Source: an optimization exercise on an open RTL-to-GDS flow (aim: small area). Production flows keep margins and buffers that such runs may drop.
The RTL was checked by simulation tests, not by an equivalence proof against the original design.
Power figures rest on the tool's default switching activity, not on a simulated workload.

Setup of oak:
Design top_control_unit, start of the top module:
module top_control_unit(
    input wire clk,
    input wire reset,
    input wire btnL,
    input wire btnR,
    input wire btnC,
    input wire [7:0] multiplicand,
    input wire [7:0] multiplier,
    output wire [6:0] seg,
    output wire [3:0] an,
    output led
);
    reg [1:0] a;
    reg [4:0] s;
    reg [1:0] digit_index;
    reg [1:0] h;                        
    wire [1:0] l = digit_index + a;     
    wire wrap = h[1] & (l == 2'd2);     
    wire f = s[4] ? (s[2] & (s[0] | s[3])) : ~s[2];
    always @(posedge clk or posedge reset) begin
        if (reset) begin
            a <= 0;
            s <= 0;
            digit_index <= 0;
            h <= 0;
        end else begin
            a <= a + 1'b1;
            s <= {s[3:0], f};
            if (wrap) begin
                h <= 2'b00;
                digit_index <= digit_index + 1'b1;
            end else if (l == 2'd3)
                h <= {h[0], ~h[0]};
        end
    end
    wire tick = (a == 2'd1) && (s == 5'b10000);
    wire left_pressed, right_pressed, start_pressed;
    pushbutton_detector pb_left  (.clk(clk), .reset(reset), .en(tick), .x(btnL), .z(left_pressed));
    pushbutton_detector pb_right (.clk(clk), .reset(reset), .en(tick), .x(btnR), .z(right_pressed));
    pushbutton_detector pb_center(.clk(clk), .reset(reset), .en(tick), .x(btnC), .z(start_pressed));
    wire [14:0] prod;
    wire neg;
    serial_parallel_multiplier spm (
        .clk(clk), .rst(reset), .start(start_pressed),
        .x(multiplicand), .y(multiplier),
        .prod(prod), .neg(neg), .flag(led)
    );
    reg [1:0] state;
    always @(posedge clk or posedge reset) begin
        if (reset)
            state <= 0;
        else if (tick) begin
            case (state)
                2'd0: if (right_pressed) state <= 1;
                2'd1: begin
                    if (right_pressed) state <= 2;
                    else if (left_pressed) state <= 0;
                end
  ...
For scale: ~400 cells after synthesis, ~33 I/O pins, ~3100 um2 of cells after synthesis.
==> module serial_parallel_multiplier, before the edit <==
module serial_parallel_multiplier(
    input clk, rst,
    input start,
    input [7:0] x, y,
    output [14:0] prod,    
    output neg,
    output flag
);
    reg [3:0] cnt;
    reg [7:0] xr;      
    reg s;             
    reg [6:0] d0;
    reg [7:0] d1;
    wire idle = (cnt == 4'd0) || (cnt == 4'd10);
    wire step = (cnt != 4'd0) && (cnt <= 4'd8);
    wire cap = start && idle;
    assign flag = (cnt == 4'd10);
    wire [7:0] ym = y[7] ? (~y + 1'b1) : y;
    wire ybit = d1[7];
    wire [6:0] xm = xr[6:0] ^ {7{xr[7]}};
    wire [8:0] t0 = {1'b0, d0, 1'b0} + (ybit ? {2'b0, xm} : 9'd0) + (ybit & xr[7]);
    wire [1:0] q0 = (t0 >= 9'd300) ? 2'd3 : (t0 >= 9'd200) ? 2'd2 : (t0 >= 9'd100) ? 2'd1 : 2'd0;
    wire [6:0] n0 = t0 - q0 * 7'd100;
    wire [7:0] n1 = {d1[6:0], 1'b0} + q0;
    always @(posedge clk or posedge rst) begin
        if (rst)
            cnt <= 0;
        else if (cap)
            cnt <= 1;
        else if (!idle)
            cnt <= cnt + 1'b1;
    end
    always @(posedge clk) begin
        if (cap) begin
            xr <= x;
            s <= x[7] ^ y[7];
        end
        if (cap) begin
            d0 <= 0;
            d1 <= ym;
        end else if (step) begin
            d0 <= n0;
            d1 <= n1;
        end
    end
    assign prod = {d1, d0};
    assign neg = s & (|prod);
endmodule
export LEC_CHECK = 0
export ABC_AREA = 1
export CAP_MARGIN = 20
export CORE_MARGIN = 2
export CORE_UTILIZATION = 40
export SLEW_MARGIN = 20
create_clock -name core_clock -period 30.0 [get_ports {clk}]
standard.sh (not shown) runs the stock make flow with config.mk's settings and CLKGATE_MAP_FILE= SYNTH_SCRIPT=/design/flow/synth_recipe.tcl, a recipe that flattens the netlist after the stock synthesis.
==> flow/flow/run.sh <==
#!/bin/bash
# Standard synthesis, then the combinational logic re-mapped for area with
# yosys/abc (registers untouched), then the standard layout with small port
# buffers and a lighter clock tree.
set -euo pipefail
W=$(pwd)
R=$W/orfs/results/sky130hd/top_control_unit/base
LIB=$FLOW_HOME/platforms/sky130hd/lib/sky130_fd_sc_hd__tt_025C_1v80.lib

bash standard.sh $R/1_2_yosys.v > synth.log 2>&1
cp $R/1_2_yosys.v synth_std.v
cp $LIB lib.lib
python3 flow/splitlib.py lib.lib comb.lib seq.lib > splitlib.log 2>&1
yosys -s flow/resyn.ys > resyn.log 2>&1
cp synth_resyn.v $R/1_2_yosys.v
rm -f lib.lib comb.lib seq.lib

bash standard.sh \
  "BUFFER_PORTS_ARGS=-buffer_cell sky130_fd_sc_hd__buf_1" \
  "CTS_ARGS=-sink_clustering_enable -repair_clock_nets -buf_list sky130_fd_sc_hd__clkbuf_8 -dont_use_dummy_load" \
  finish > layout.log 2>&1
Other scripts of this flow, unchanged in this note and not shown: flow/flow/resyn.abc, flow/flow/resyn.ys, flow/flow/splitlib.py
Setup changes, oak to pine
--- a/flow/design.v
+++ b/flow/design.v
@@ -78,8 +78,13 @@
     reg [6:0] d0;
     reg [7:0] d1;
-    wire idle = (cnt == 4'd0) || (cnt == 4'd10);
-    wire step = (cnt != 4'd0) && (cnt <= 4'd8);
+    wire idle = ~cnt[3] & ~cnt[1] & ~cnt[0];
+    wire step = cnt[3] | cnt[1];
     wire cap = start && idle;
-    assign flag = (cnt == 4'd10);
+    assign flag = ~cnt[3] & cnt[2] & ~cnt[1];
+    wire [3:0] cn;
+    assign cn[0] = (~cnt[2] & cnt[1]) | (cnt[3] & ~cnt[0]);
+    assign cn[1] = cnt[3] | (cnt[2] & cnt[1]);
+    assign cn[2] = ~(cnt[1] | (~cnt[2] & ~cnt[0] & ~start));
+    assign cn[3] = ~(cnt[0] | (~cnt[3] & ~cnt[1] & ~start));
     wire [7:0] ym = y[7] ? (~y + 1'b1) : y;
     wire ybit = d1[7];
@@ -92,8 +97,6 @@
         if (rst)
             cnt <= 0;
-        else if (cap)
-            cnt <= 1;
-        else if (!idle)
-            cnt <= cnt + 1'b1;
+        else
+            cnt <= cn;
     end
     always @(posedge clk) begin
## What came out
- The flow did not stop early for pine: all stages ran, and the layout cleared the timing, DRC and antenna checks.
- On highest ir drop seen on vdd: between pine and oak, it ends up lower for pine.
- pine vs. oak: area after synthesis went down; sequential share of layout area went up; share of power burned in the clock network went down.
- pine vs. oak: horizontal die dimension lower, number of cells traversed by the worst register-to-register path lower, count of input and output buffers roughly the same.
- From oak to pine the numbers moved as follows: via count of the first global-routing pass fell by 105; core utilization picked up an extra 1.3 points; total of plain and repair buffers excluding clock buffers now larger; worst setup slack after layout climbed 0.48 ns.
- pine vs. oak: final critical-path required period has decreased; placer congestion estimate picked up an extra 3.0%.
- Wire length delta (pine − oak): unfavourable

========
== ember ==
The RTL this note starts from:
==> flow/design.v <==
`timescale 1ns / 1ps
module helper_bcd_to_7seg(
    input wire [3:0] bcd_in,
    output wire [6:0] seg_out
);
    wire A = bcd_in[3], B = bcd_in[2], C = bcd_in[1], D = bcd_in[0];
    wire a = A | C | (B & D) | (~B & ~D);
    wire b = ~B | (~C & ~D) | (C & D);
    wire c = B | ~C | D;
    wire d = A | (~B & ~D) | (~B & C) | (C & ~D) | (B & ~C & D);
    wire e = (~B & ~D) | (C & ~D);
    wire f = A | (~C & ~D) | (B & ~C) | (B & ~D);
    wire g = A | (~B & C) | (B & ~C) | (C & ~D);
    assign seg_out = ~{g, f, e, d, c, b, a};
endmodule
`timescale 1ns / 1ps
module seven_seg_display(
    input wire [1:0] digit_index,
    input wire [1:0] state,
    input wire neg,
    input wire [14:0] prod,       
    output wire [6:0] seg,
    output reg [3:0] an
);
    wire [2:0] k = {1'b0, digit_index} + 3'd2 - {1'b0, state};
    wire [7:0] v = k[2] | k[1] ? prod[14:7] : {1'b0, prod[6:0]};
    wire [3:0] tens, units;
    wire hund;
    bin_to_bcd conv (.m(v), .hu(hund), .t(tens), .u(units));
    wire [6:0] dseg;
    helper_bcd_to_7seg d5 (.bcd_in(k[2] ? {3'd0, hund} : k[0] ? tens : units), .seg_out(dseg));
    wire sign_digit = (digit_index == 2'd3);
    assign seg = sign_digit ? {~neg, 6'b111111} : dseg;
    always @(*) begin
        case (digit_index)
            2'd0: an = 4'b1110;
            2'd1: an = 4'b1101;
            2'd2: an = 4'b1011;
            default: an = 4'b0111;
        endcase
    end
endmodule
`timescale 1ns / 1ps
module bin_to_bcd(
    input [7:0] m,
    output hu,
    output [3:0] t, u
);
    wire [3:0] a1, a2, a3, a4, a5, a6;
    add3 s1 (.v({1'b0, m[7:5]}), .o(a1));
    add3 s2 (.v({a1[2:0], m[4]}), .o(a2));
    add3 s3 (.v({a2[2:0], m[3]}), .o(a3));
    add3 s4 (.v({a3[2:0], m[2]}), .o(a4));
    add3 s5 (.v({a4[2:0], m[1]}), .o(a5));
    add3 s6 (.v({a1[3], a2[3], a3[3], a4[3]}), .o(a6));
    assign u = {a5[2:0], m[0]};
    assign t = {a6[2:0], a5[3]};
    assign hu = a6[3];
endmodule
module add3(input [3:0] v, output [3:0] o);
    assign o[3] = v[3] | (v[2] & (v[1] | v[0]));
    assign o[2] = (v[3] & v[0]) | (v[2] & ~v[1] & ~v[0]);
    assign o[1] = (v[3] & ~v[0]) | (~v[2] & v[1]) | (v[1] & v[0]);
    assign o[0] = (v[3] & ~v[0]) | (~v[3] & ~v[2] & v[0]) | (v[2] & v[1] & ~v[0]);
endmodule
`timescale 1ns / 1ps
module serial_parallel_multiplier(
    input clk, rst,
    input start,
    input [7:0] x, y,
    output [14:0] prod,    
    output neg,
    output flag
);
    reg [3:0] cnt;
    reg [7:0] xr;      
    reg s;             
    reg [6:0] d0;
    reg [7:0] d1;
    wire idle = (cnt == 4'd0) || (cnt == 4'd10);
    wire step = (cnt != 4'd0) && (cnt <= 4'd8);
    wire cap = start && idle;
    assign flag = (cnt == 4'd10);
    wire [7:0] ym = y[7] ? (~y + 1'b1) : y;
    wire ybit = d1[7];
    wire [6:0] xm = xr[6:0] ^ {7{xr[7]}};
    wire [8:0] t0 = {1'b0, d0, 1'b0} + (ybit ? {2'b0, xm} : 9'd0) + (ybit & xr[7]);
    wire [1:0] q0 = (t0 >= 9'd300) ? 2'd3 : (t0 >= 9'd200) ? 2'd2 : (t0 >= 9'd100) ? 2'd1 : 2'd0;
    wire [6:0] n0 = t0 - q0 * 7'd100;
    wire [7:0] n1 = {d1[6:0], 1'b0} + q0;
    always @(posedge clk or posedge rst) begin
        if (rst)
            cnt <= 0;
        else if (cap)
            cnt <= 1;
        else if (!idle)
            cnt <= cnt + 1'b1;
    end
    always @(posedge clk) begin
        if (cap) begin
            xr <= x;
            s <= x[7] ^ y[7];
        end
        if (cap) begin
            d0 <= 0;
            d1 <= ym;
        end else if (step) begin
            d0 <= n0;
            d1 <= n1;
        end
    end
    assign prod = {d1, d0};
    assign neg = s & (|prod);
endmodule
`timescale 1ns / 1ps
module top_control_unit(
    input wire clk,
    input wire reset,
    input wire btnL,
    input wire btnR,
    input wire btnC,
    input wire [7:0] multiplicand,
    input wire [7:0] multiplier,
    output wire [6:0] seg,
    output wire [3:0] an,
    output led
);
    reg [1:0] a;
    reg [4:0] s;
    reg [1:0] digit_index;
    reg [1:0] h;                        
    wire [1:0] l = digit_index + a;     
    wire wrap = h[1] & (l == 2'd2);     
    wire f = s[4] ? (s[2] & (s[0] | s[3])) : ~s[2];
    always @(posedge clk or posedge reset) begin
        if (reset) begin
            a <= 0;
            s <= 0;
            digit_index <= 0;
            h <= 0;
        end else begin
            a <= a + 1'b1;
            s <= {s[3:0], f};
            if (wrap) begin
                h <= 2'b00;
                digit_index <= digit_index + 1'b1;
            end else if (l == 2'd3)
                h <= {h[0], ~h[0]};
        end
    end
    wire tick = (a == 2'd1) && (s == 5'b10000);
    wire left_pressed, right_pressed, start_pressed;
    pushbutton_detector pb_left  (.clk(clk), .reset(reset), .en(tick), .x(btnL), .z(left_pressed));
    pushbutton_detector pb_right (.clk(clk), .reset(reset), .en(tick), .x(btnR), .z(right_pressed));
    pushbutton_detector pb_center(.clk(clk), .reset(reset), .en(tick), .x(btnC), .z(start_pressed));
    wire [14:0] prod;
    wire neg;
    serial_parallel_multiplier spm (
        .clk(clk), .rst(reset), .start(start_pressed),
        .x(multiplicand), .y(multiplier),
        .prod(prod), .neg(neg), .flag(led)
    );
    reg [1:0] state;
    always @(posedge clk or posedge reset) begin
        if (reset)
            state <= 0;
        else if (tick) begin
            case (state)
                2'd0: if (right_pressed) state <= 1;
                2'd1: begin
                    if (right_pressed) state <= 2;
                    else if (left_pressed) state <= 0;
                end
                2'd2: if (left_pressed) state <= 1;
                default: state <= 0;
            endcase
        end
    end
    seven_seg_display display_unit (
        .digit_index(digit_index),
        .state(state),
        .neg(neg),
        .prod(prod),
        .seg(seg),
        .an(an)
    );
endmodule
module pushbutton_detector(
    input clk, reset, en, x,
    output z
);
    reg [3:0] st;
    wire [3:0] nx;
    assign nx[0] = (~st[0] & x) | (st[2] & x);
    assign nx[1] = (~st[3] & st[1]) | (st[2] & ~st[0] & x);
    assign nx[2] = (st[0] & x) | (st[2] & st[1] & x);
    assign nx[3] = st[1] & (st[3] | ~st[0]);
    assign z = st[3] & ~st[1];
    always @(posedge clk or posedge reset)
        if (reset) st <= 4'd0;
        else if (en) st <= nx;
endmodule
Settings: LEC_CHECK=0, ABC_AREA=1, CAP_MARGIN=20, CORE_MARGIN=2, CORE_UTILIZATION=40, SLEW_MARGIN=20; clock period 30.0 ns.
==> flow/flow/resyn.abc <==
strash
dch -f
map -a
strash
dch -f
map -a
strash
dch -f
map -a
topo
==> flow/flow/resyn.ys <==
# Re-map the combinational logic of the standard synthesis for area.
# Registers are read as black boxes, so they keep their cells and names.
read_liberty -lib seq.lib
read_liberty -ignore_miss_func comb.lib
read_verilog -defer synth_std.v
hierarchy -top top_control_unit
flatten
delete t:$scopeinfo
opt_clean
tee -o stat_before.txt stat
abc -liberty lib.lib -dont_use *probe* -dont_use *lpflow* -dont_use *clkbuf* -dont_use *clkinv* -dont_use *dly* -script flow/resyn.abc
opt_clean -purge
hilomap -singleton -hicell sky130_fd_sc_hd__conb_1 HI -locell sky130_fd_sc_hd__conb_1 LO
splitnets
opt_clean -purge
tee -o stat_after.txt stat -liberty lib.lib
write_verilog -noattr -nohex -nodec synth_resyn.v
==> flow/flow/splitlib.py <==
import re,sys,os
KEEPFA=os.environ.get('KEEPFA','0')=='1'
src=open(sys.argv[1]).read()
# find cell groups by brace matching
out_comb=[];out_seq=[]
i=0
m=re.search(r'\n\s*cell\s*\(',src)
header=src[:m.start()]
pos=m.start()
cells=[]
while True:
    m=re.compile(r'\n\s*cell\s*\(\s*"?([\w]+)"?\s*\)\s*\{').search(src,pos)
    if not m: break
    j=m.end(); depth=1
    while depth:
        c=src[j]
        if c=='{': depth+=1
        elif c=='}': depth-=1
        j+=1
    body=src[m.start():j]
    seq=bool(re.search(r'\n\s*(ff|latch|statetable|ff_bank)\s*\(',body)) or (KEEPFA and re.match(r'sky130_fd_sc_hd__(fa|ha)_\d',m.group(1)) is not None)
    cells.append((m.group(1),seq,body))
    pos=j
tail='\n}\n'
open(sys.argv[2],'w').write(header+''.join(b for n,s,b in cells if not s)+tail)
open(sys.argv[3],'w').write(header+''.join(b for n,s,b in cells if s)+tail)
print(len(cells), sum(s for n,s,b in cells))
Scripts as last shown in full above: flow/flow/run.sh
What nickel does differently from ember at the input level:
--- a/flow/design.v
+++ b/flow/design.v
@@ -73,17 +73,18 @@
     output flag
 );
     reg [3:0] cnt;
     reg [7:0] xr;      
+    reg [7:0] yr;      
     reg s;             
     reg [6:0] d0;
     reg [7:0] d1;
     wire idle = (cnt == 4'd0) || (cnt == 4'd10);
     wire step = (cnt != 4'd0) && (cnt <= 4'd8);
     wire cap = start && idle;
     assign flag = (cnt == 4'd10);
-    wire [7:0] ym = y[7] ? (~y + 1'b1) : y;
-    wire ybit = d1[7];
+    wire y7 = s ^ xr[7];
+    wire ybit = yr[7] ^ (y7 & (|yr[6:0]));
     wire [6:0] xm = xr[6:0] ^ {7{xr[7]}};
     wire [8:0] t0 = {1'b0, d0, 1'b0} + (ybit ? {2'b0, xm} : 9'd0) + (ybit & xr[7]);
     wire [1:0] q0 = (t0 >= 9'd300) ? 2'd3 : (t0 >= 9'd200) ? 2'd2 : (t0 >= 9'd100) ? 2'd1 : 2'd0;
     wire [6:0] n0 = t0 - q0 * 7'd100;
@@ -98,16 +99,16 @@
     end
     always @(posedge clk) begin
         if (cap) begin
             xr <= x;
+            yr <= y;
             s <= x[7] ^ y[7];
-        end
+        end else
+            yr <= {yr[6:0], 1'b0};
         if (cap) begin
-            d0 <= 0;
-            d1 <= ym;
+            d0 <= 0; d1 <= 0;
         end else if (step) begin
-            d0 <= n0;
-            d1 <= n1;
+            d0 <= n0; d1 <= n1;
         end
     end
     assign prod = {d1, d0};
     assign neg = s & (|prod);
==> run summary <==
Relative to ember, the die area measured on nickel has increased by a few percent. In nickel relative to ember, first-iteration DRC count had gone down by a few percent. Diff ember -> nickel | non-clock buffer count | decrease of 5.7%. nickel vs ember — wire length rose about 2.5%. Power in the clock group for nickel is higher than for ember.

static timing again, ports no longer ideal:
How much do the figures lean on ideal ports? The routed layouts below were timed once more, with nothing changed but the port constraints. Step 1 sets driving cells, clkbuf_16 on the clock port and buf_2 on the other inputs (assumed; they add their load-dependent delay and slew). Step 2 adds t to the input delays and takes it off the output delays; t is the mean of the earliest and latest rising clock arrival at the registers after step 1. Input paths then give back, and output paths get back, about the clock's delay inside the block. Slacks: ideal ports / drivers / drivers and shift; pairs: ideal ports / drivers.
run	t, ns	setup WS [ns]	hold slack, ns	worst setup path after step 2	worst data-port slew with drivers (ns)
oak	0.326	18.280 / 18.248 / 18.574	0.384 / 0.384 / 0.384	register to output	0.03
pine	0.326	18.761 / 18.731 / 19.057	0.384 / 0.384 / 0.384	register to output	0.03
ember	0.324	19.170 / 19.139 / 19.463	0.389 / 0.389 / 0.389	register to output	0.04
nickel	0.347	19.459 / 19.429 / 19.776	0.361 / 0.361 / 0.361	register to output	0.03
After both steps every run listed still meets setup and hold.
